Source: an optimization exercise on an open RTL-to-GDS flow (aim: small area, a short achievable clock period and few clock cycles per item). Production flows keep margins and buffers that such runs may drop.
Only simulation tests tie the RTL to the original design; equivalence was not proved.
Power is estimated from default activity; no workload was simulated.

==> inputs of build 30 <==
==> flow/design.v (excerpt) <==
module dot_product_accel (
    input  logic                 clk,
    input  logic                 rst,
    input  logic                 start,
    output logic                 done,
    input  logic signed [31:0]   a0,
    input  logic signed [31:0]   a1,
    input  logic signed [31:0]   a2,
    input  logic signed [31:0]   a3,
    input  logic signed [31:0]   a4,
    input  logic signed [31:0]   a5,
    input  logic signed [31:0]   a6,
    input  logic signed [31:0]   a7,
    input  logic signed [31:0]   b0,
    input  logic signed [31:0]   b1,
    input  logic signed [31:0]   b2,
    input  logic signed [31:0]   b3,
    input  logic signed [31:0]   b4,
    input  logic signed [31:0]   b5,
    input  logic signed [31:0]   b6,
    input  logic signed [31:0]   b7,
    output logic signed [63:0]   result
);
Settings: LEC_CHECK=0, CAP_MARGIN=20, CORE_MARGIN=2, CORE_UTILIZATION=40, SLEW_MARGIN=20, SYNTH_HIERARCHICAL=1; clock period 10.5 ns.
standard.sh (not shown) runs the stock make flow with config.mk's settings and CLKGATE_MAP_FILE= SYNTH_SCRIPT=/design/flow/synth_recipe.tcl, a recipe that flattens the netlist after the stock synthesis.
==> flow/flow/run.sh <==
#!/bin/bash
# Own layout flow: the standard ORFS flow (standard.sh, unchanged
# synthesis), with buf_1 port buffers and timing repair aimed at a tighter
# setup target than the clock period. The constraints are the standard flow's.
# Each tool's output goes to standard_flow.log and ORFS's own logs.
export BUFFER_PORTS_ARGS="-buffer_cell sky130_fd_sc_hd__buf_1"
export SETUP_SLACK_MARGIN=${SETUP_MARGIN_OVERRIDE:-6.5}
bash standard.sh > standard_flow.log 2>&1
==> inputs of build 34, as changes to build 30 <==
--- a/flow/design.v
+++ b/flow/design.v
@@ -1848,17 +1848,17 @@
       cnt <= cnt + 4'd1;
       if (cnt == 4'd8) begin
         busy <= 1'b0;
         done <= 1'b1;
       end
     end
   end
   always_ff @(posedge clk)
-    if (busy && cnt == 4'd8) res_q <= acc_s + acc_c;
+    res_q <= acc_s + acc_c;
   assign result = res_q;
 endmodule
 module dotp_fa (input logic a, input logic b, input logic c,
                 output logic s, output logic co);
   assign s  = a ^ b ^ c;
   assign co = (a & b) | (a & c) | (b & c);
 endmodule
 module dotp_ha (input logic a, input logic b, output logic s, output logic co);
- CORE_UTILIZATION: 40 -> 65
- CTS_BUF_LIST: default -> sky130_fd_sc_hd__clkbuf_4 sky130_fd_sc_hd__clkbuf_8
- CTS_CLUSTER_SIZE: default -> 24
==> run notes <==
status=finished clean; P&R area growth vs syn=19.1%; register area=approximately 15,000 µm²; Seq/total area=26.3%; initial core utilization=~66%; clock skew=~0.08 ns; Syn Inst Count=4,118; GR Layer Usage met1=52.5%; Int Pwr=around 13,000 µW; Sequential Power=~4300 µW; Reg clk slew, reported paths=0.07 ns; Die Ht=273 µm; Cell Area, Synth=47,100 µm²
-- figures above: build 34

==> run notes <==
status=finished clean; Syn Inst Count=4,171; Seq/total area=approximately a quarter; Int Pwr=about 14,000 µW; Die Ht=between 300 and 400 µm; Cell Area, Synth=about 48,000 µm²; GR Layer Usage met1=approximately 35%; Reg clk slew, reported paths=0.06 ns; Sequential Power=4320 µW
-- figures above: build 30

Testbench counts of build 30, summed over its fixed seeds: cycles 16,000, items 1,600.
Testbench counts of build 34, summed over its fixed seeds: cycles 16,000, items 1,600.


==> run H <==
dot_product_accel, a different RTL version from the one above (not shown whole).
clock: 10.5 ns
lec_check: 0
cap_margin: 20
core_margin: 2
core_utilization: 40
slew_margin: 20
synth_hierarchical: 1
run.sh (not shown) runs the stock make flow with config.mk's settings and CLKGATE_MAP_FILE= SYNTH_SCRIPT=/design/flow/synth_recipe.tcl, a recipe that flattens the netlist after the stock synthesis.
Stock flow here: none of the scripts above is used.
==> run G (differences from run H) <==
--- a/flow/design.v
+++ b/flow/design.v
@@ -23,15 +23,14 @@
     output logic signed [63:0]   result
 );
   logic [31:0] ra [0:7];
   logic [31:0] rb [0:7];
   logic [63:0] acc_s, acc_c;
   logic [3:0]  cnt;
   logic        busy;
-  logic [63:0] res_q;
   always_ff @(posedge clk) begin
     if (start) begin
       ra[0] <= a0; rb[0] <= b0;
       ra[1] <= a1; rb[1] <= b1;
       ra[2] <= a2; rb[2] <= b2;
       ra[3] <= a3; rb[3] <= b3;
       ra[4] <= a4; rb[4] <= b4;
@@ -1846,23 +1845,21 @@
       done <= 1'b0;
     end else if (start) begin
       busy <= 1'b1;
       cnt  <= '0;
       done <= 1'b0;
     end else if (busy) begin
       cnt <= cnt + 4'd1;
-      if (cnt == 4'd8) begin
+      if (cnt == 4'd7) begin
         busy <= 1'b0;
         done <= 1'b1;
       end
     end
   end
-  always_ff @(posedge clk)
-    if (busy && cnt == 4'd8) res_q <= acc_s + acc_c;
-  assign result = res_q;
+  assign result = acc_s + acc_c;
 endmodule
 module dotp_fa (input logic a, input logic b, input logic c,
                 output logic s, output logic co);
   assign s  = a ^ b ^ c;
   assign co = (a & b) | (a & c) | (b & c);
 endmodule
 module dotp_ha (input logic a, input logic b, output logic s, output logic co);
SETUP_SLACK_MARGIN = 5   (was not set)
==> run notes <==
Against run H, the die area of run G is smaller by about 4%.
In run H the utilization is lower than in run G, by 1.1 points.
Between run H and run G, the lower combinational power is in run H (gap about 8%, measured against run G).
Against run H, the final cell count of run G is smaller by 0.23%.
In run H the fmax is larger than in run G, by 18%.
In wire length, run H and run G hardly differ.
Between run G and run H, the lower clock skew is in run H (gap 6.9 ps).
In run G the power is higher than in run H, by 3.3%.
Testbench counts of run H, summed over its fixed seeds: cycles 16,000, items 1,600.
Testbench counts of run G, summed over its fixed seeds: cycles 14,400, items 1,600.


==> trial 12 <==
dot_product_accel, a different RTL version from the one above (not shown whole).
## dot_product_accel
module dot_product_accel (
    input  logic                 clk,
    input  logic                 rst,
    input  logic                 start,
    output logic                 done,
    input  logic signed [31:0]   a0,
    input  logic signed [31:0]   a1,
    input  logic signed [31:0]   a2,
    input  logic signed [31:0]   a3,
    input  logic signed [31:0]   a4,
    input  logic signed [31:0]   a5,
    input  logic signed [31:0]   a6,
    input  logic signed [31:0]   a7,
    input  logic signed [31:0]   b0,
    input  logic signed [31:0]   b1,
    input  logic signed [31:0]   b2,
    input  logic signed [31:0]   b3,
    input  logic signed [31:0]   b4,
    input  logic signed [31:0]   b5,
    input  logic signed [31:0]   b6,
    input  logic signed [31:0]   b7,
    output logic signed [63:0]   result
);
Settings: LEC_CHECK=0, CAP_MARGIN=20, CORE_MARGIN=2, CORE_UTILIZATION=55, CTS_BUF_LIST=sky130_fd_sc_hd__clkbuf_4 sky130_fd_sc_hd__clkbuf_8, CTS_CLUSTER_SIZE=24, SLEW_MARGIN=20, SYNTH_HIERARCHICAL=1; clock period 10.5 ns.
standard.sh (not shown) runs the stock make flow with config.mk's settings and CLKGATE_MAP_FILE= SYNTH_SCRIPT=/design/flow/synth_recipe.tcl, a recipe that flattens the netlist after the stock synthesis.
==> flow/flow/run.sh <==
#!/bin/bash
# Own layout flow: the standard ORFS flow (standard.sh, unchanged
# synthesis), with buf_1 port buffers and timing repair aimed at a tighter
# setup target than the clock period (the margin in flow/setup_margin).
# The constraints are the standard flow's. Each tool's output goes to standard_flow.log
# and ORFS's own logs.
export BUFFER_PORTS_ARGS="-buffer_cell sky130_fd_sc_hd__buf_1"
export SETUP_SLACK_MARGIN=$(cat flow/setup_margin 2>/dev/null || echo 6.5)
bash standard.sh > standard_flow.log 2>&1
==> flow/flow/setup_margin <==
7.0
==> inputs of trial 11, as changes to trial 12 <==
removed: flow/flow/setup_margin
==> impl_metrics.json <==
{
  "via_per_inst": 6.19,
  "status": "timing/DRC/antenna clean",
  "grt_start_max_net_pins": 169,
  "gp_congestion": 0.967,
  "nNonClkBuffers": 814,
  "timing.rr.end": "acc_c[33]$_DFF_P_",
  "p_int_mw": 13.8
}
(the above is from trial 12)
==> impl_metrics.json <==
{
  "status": "timing/DRC/antenna clean",
  "timing.rr.end": "acc_c[35]$_DFF_P_",
  "dieArea_mm2": 0.0941,
  "grt_start_max_net_pins": 186,
  "gp_congestion": 0.951,
  "nNonClkBuffers": 657
}
(the above is from trial 11)
Testbench counts of trial 12, summed over its fixed seeds: cycles 16,000, items 1,600.
Testbench counts of trial 11, summed over its fixed seeds: cycles 16,000, items 1,600.


==> inputs of garnet <==
Another version of the RTL of dot_product_accel (not shown whole).
## dot_product_accel
module dot_product_accel (
    input  logic                 clk,
    input  logic                 rst,
    input  logic                 start,
    output logic                 done,
    input  logic signed [31:0]   a0,
    input  logic signed [31:0]   a1,
    input  logic signed [31:0]   a2,
    input  logic signed [31:0]   a3,
    input  logic signed [31:0]   a4,
    input  logic signed [31:0]   a5,
    input  logic signed [31:0]   a6,
    input  logic signed [31:0]   a7,
    input  logic signed [31:0]   b0,
    input  logic signed [31:0]   b1,
    input  logic signed [31:0]   b2,
    input  logic signed [31:0]   b3,
    input  logic signed [31:0]   b4,
    input  logic signed [31:0]   b5,
    input  logic signed [31:0]   b6,
    input  logic signed [31:0]   b7,
    output logic signed [63:0]   result
);
  logic [31:0] ra [0:7];
  logic [31:0] rb [1:7];
  logic [15:0] e_one, e_two, e_neg;
  logic [63:0] acc_s, acc_c;
  logic [3:0]  cnt;
  logic        busy, first;
  logic [63:0] res_q;
  always_ff @(posedge clk) begin
    if (start) begin
      ra[0] <= a0;
      ra[1] <= a1; rb[1] <= b1;
      ra[2] <= a2; rb[2] <= b2;
      ra[3] <= a3; rb[3] <= b3;
      ra[4] <= a4; rb[4] <= b4;
      ra[5] <= a5; rb[5] <= b5;
      ra[6] <= a6; rb[6] <= b6;
      ra[7] <= a7; rb[7] <= b7;
    end else begin
      ra[0] <= ra[1];
      ra[1] <= ra[2]; rb[1] <= rb[2];
      ra[2] <= ra[3]; rb[2] <= rb[3];
      ra[3] <= ra[4]; rb[3] <= rb[4];
      ra[4] <= ra[5]; rb[4] <= rb[5];
      ra[5] <= ra[6]; rb[5] <= rb[6];
      ra[6] <= ra[7]; rb[6] <= rb[7];
      ra[7] <= '0; rb[7] <= '0;
    end
  end
  logic [10:0] e_x1, e_x2, e_x3, e_x4, e_ng;
  logic [33:0] t3;
  wire  [31:0] nxt_a = start ? a0 : ra[1];
  wire  [31:0] nxt_b = start ? b0 : rb[1];
  wire  [33:0] in_ax = {{2{a0[31]}}, a0};
  wire  [33:0] ch_ax = {{2{ra[1][31]}}, ra[1]};
  wire  [33:0] in_t3 = in_ax + {in_ax[32:0], 1'b0};
  wire  [33:0] ch_t3 = ch_ax + {ch_ax[32:0], 1'b0};
  always_ff @(posedge clk) begin
    t3 <= start ? in_t3 : ch_t3;
  ...
export LEC_CHECK = 0
export CAP_MARGIN = 20
export CORE_MARGIN = 2
export CORE_UTILIZATION = 65
export CTS_BUF_LIST = sky130_fd_sc_hd__clkbuf_4 sky130_fd_sc_hd__clkbuf_8
export CTS_CLUSTER_SIZE = 24
export SLEW_MARGIN = 20
export SYNTH_HIERARCHICAL = 1
create_clock -name core_clock -period 10.5 [get_ports {clk}]
==> flow/flow/setup_margin <==
6.0
Scripts as last shown in full above: flow/flow/run.sh
==> raven: changes against garnet <==
==> flow/flow/setup_margin (replaced) <==
6.5
Settings changed: CORE_UTILIZATION 65 to 55.
==> fjord: changes against garnet <==
==> flow/flow/run.sh (replaced) <==
#!/bin/bash
# Own layout flow: the standard ORFS flow (standard.sh, unchanged
# synthesis), with buf_1 port buffers and timing repair aimed at a tighter
# setup target than the clock period. The constraints are the standard flow's.
# Each tool's output goes to standard_flow.log and ORFS's own logs.
export BUFFER_PORTS_ARGS="-buffer_cell sky130_fd_sc_hd__buf_1"
export SETUP_SLACK_MARGIN=${SETUP_MARGIN_OVERRIDE:-6.5}
bash standard.sh > standard_flow.log 2>&1
removed: flow/flow/setup_margin
==> summary of the runs <==
Of fjord and garnet, fjord has the higher worst setup slack (gap 0.33 ns).
Sequential cell count is the same in garnet and raven.
In fjord the wire length is smaller than in raven, by 0.32%.
Die area: garnet is smaller than raven (15%).
The highest core utilization belongs to fjord, the lowest to raven.
The lowest clock skew belongs to raven, the highest to fjord.
Register-to-register slack, lowest first: garnet, fjord, raven.
Via count, lowest first: raven, garnet, fjord.
Of garnet and raven, raven has the higher non-clock buffer count (gap 13).
In fjord the worst hold slack is worse than in raven, by 0.018 ns.
Testbench counts of garnet, summed over its fixed seeds: cycles 16,000, items 1,600.
Testbench counts of raven, summed over its fixed seeds: cycles 16,000, items 1,600.
Testbench counts of fjord, summed over its fixed seeds: cycles 16,000, items 1,600.

-- port drivers added, routing unchanged --
In the flow no input, the clock included, has a driving cell. The finished layouts below were timed again as built, in two steps. Step 1: set_driving_cell puts a clkbuf_16 on clk and a buf_2 on each other input, an assumption about the parent block. Step 2 also shifts input and output timing later by t, the mid clock arrival at the registers, as if the neighbouring blocks saw the same clock. a / b / c = ideal ports / drivers / drivers and shift; a / b = the first two.
run	shift t [ns]	slack for setup (ns)	hold WS [ns]	worst setup path after step 2	worst data-port slew with drivers (ns)
build 30	0.748	6.394 / 6.394 / 5.909	0.447 / 0.447 / 0.447	input to register	0.13
build 34	0.836	6.348 / 6.348 / 5.793	0.425 / 0.425 / 0.425	input to register	0.15
run H	0.734	5.527 / 5.527 / 5.502	0.439 / 0.439 / 0.439	input to register	0.15
run G	0.722	4.616 / 4.538 / 5.261	0.446 / 0.446 / 0.446	register to output	0.21
trial 12	0.887	6.542 / 6.542 / 5.720	0.430 / 0.430 / 0.430	input to register	0.20
trial 11	0.904	6.531 / 6.531 / 5.679	0.422 / 0.422 / 0.422	input to register	0.18
garnet	0.845	6.129 / 6.129 / 5.436	0.425 / 0.425 / 0.425	input to register	0.15
raven	0.879	6.405 / 6.365 / 5.486	0.447 / 0.447 / 0.447	input to register	0.14
fjord	0.891	6.457 / 6.457 / 5.653	0.429 / 0.429 / 0.429	input to register	0.14
After both steps every run listed still meets setup and hold. The setup slack of raven, which loses most, moves by -0.040 ns with the drivers and by -0.919 ns with both steps.
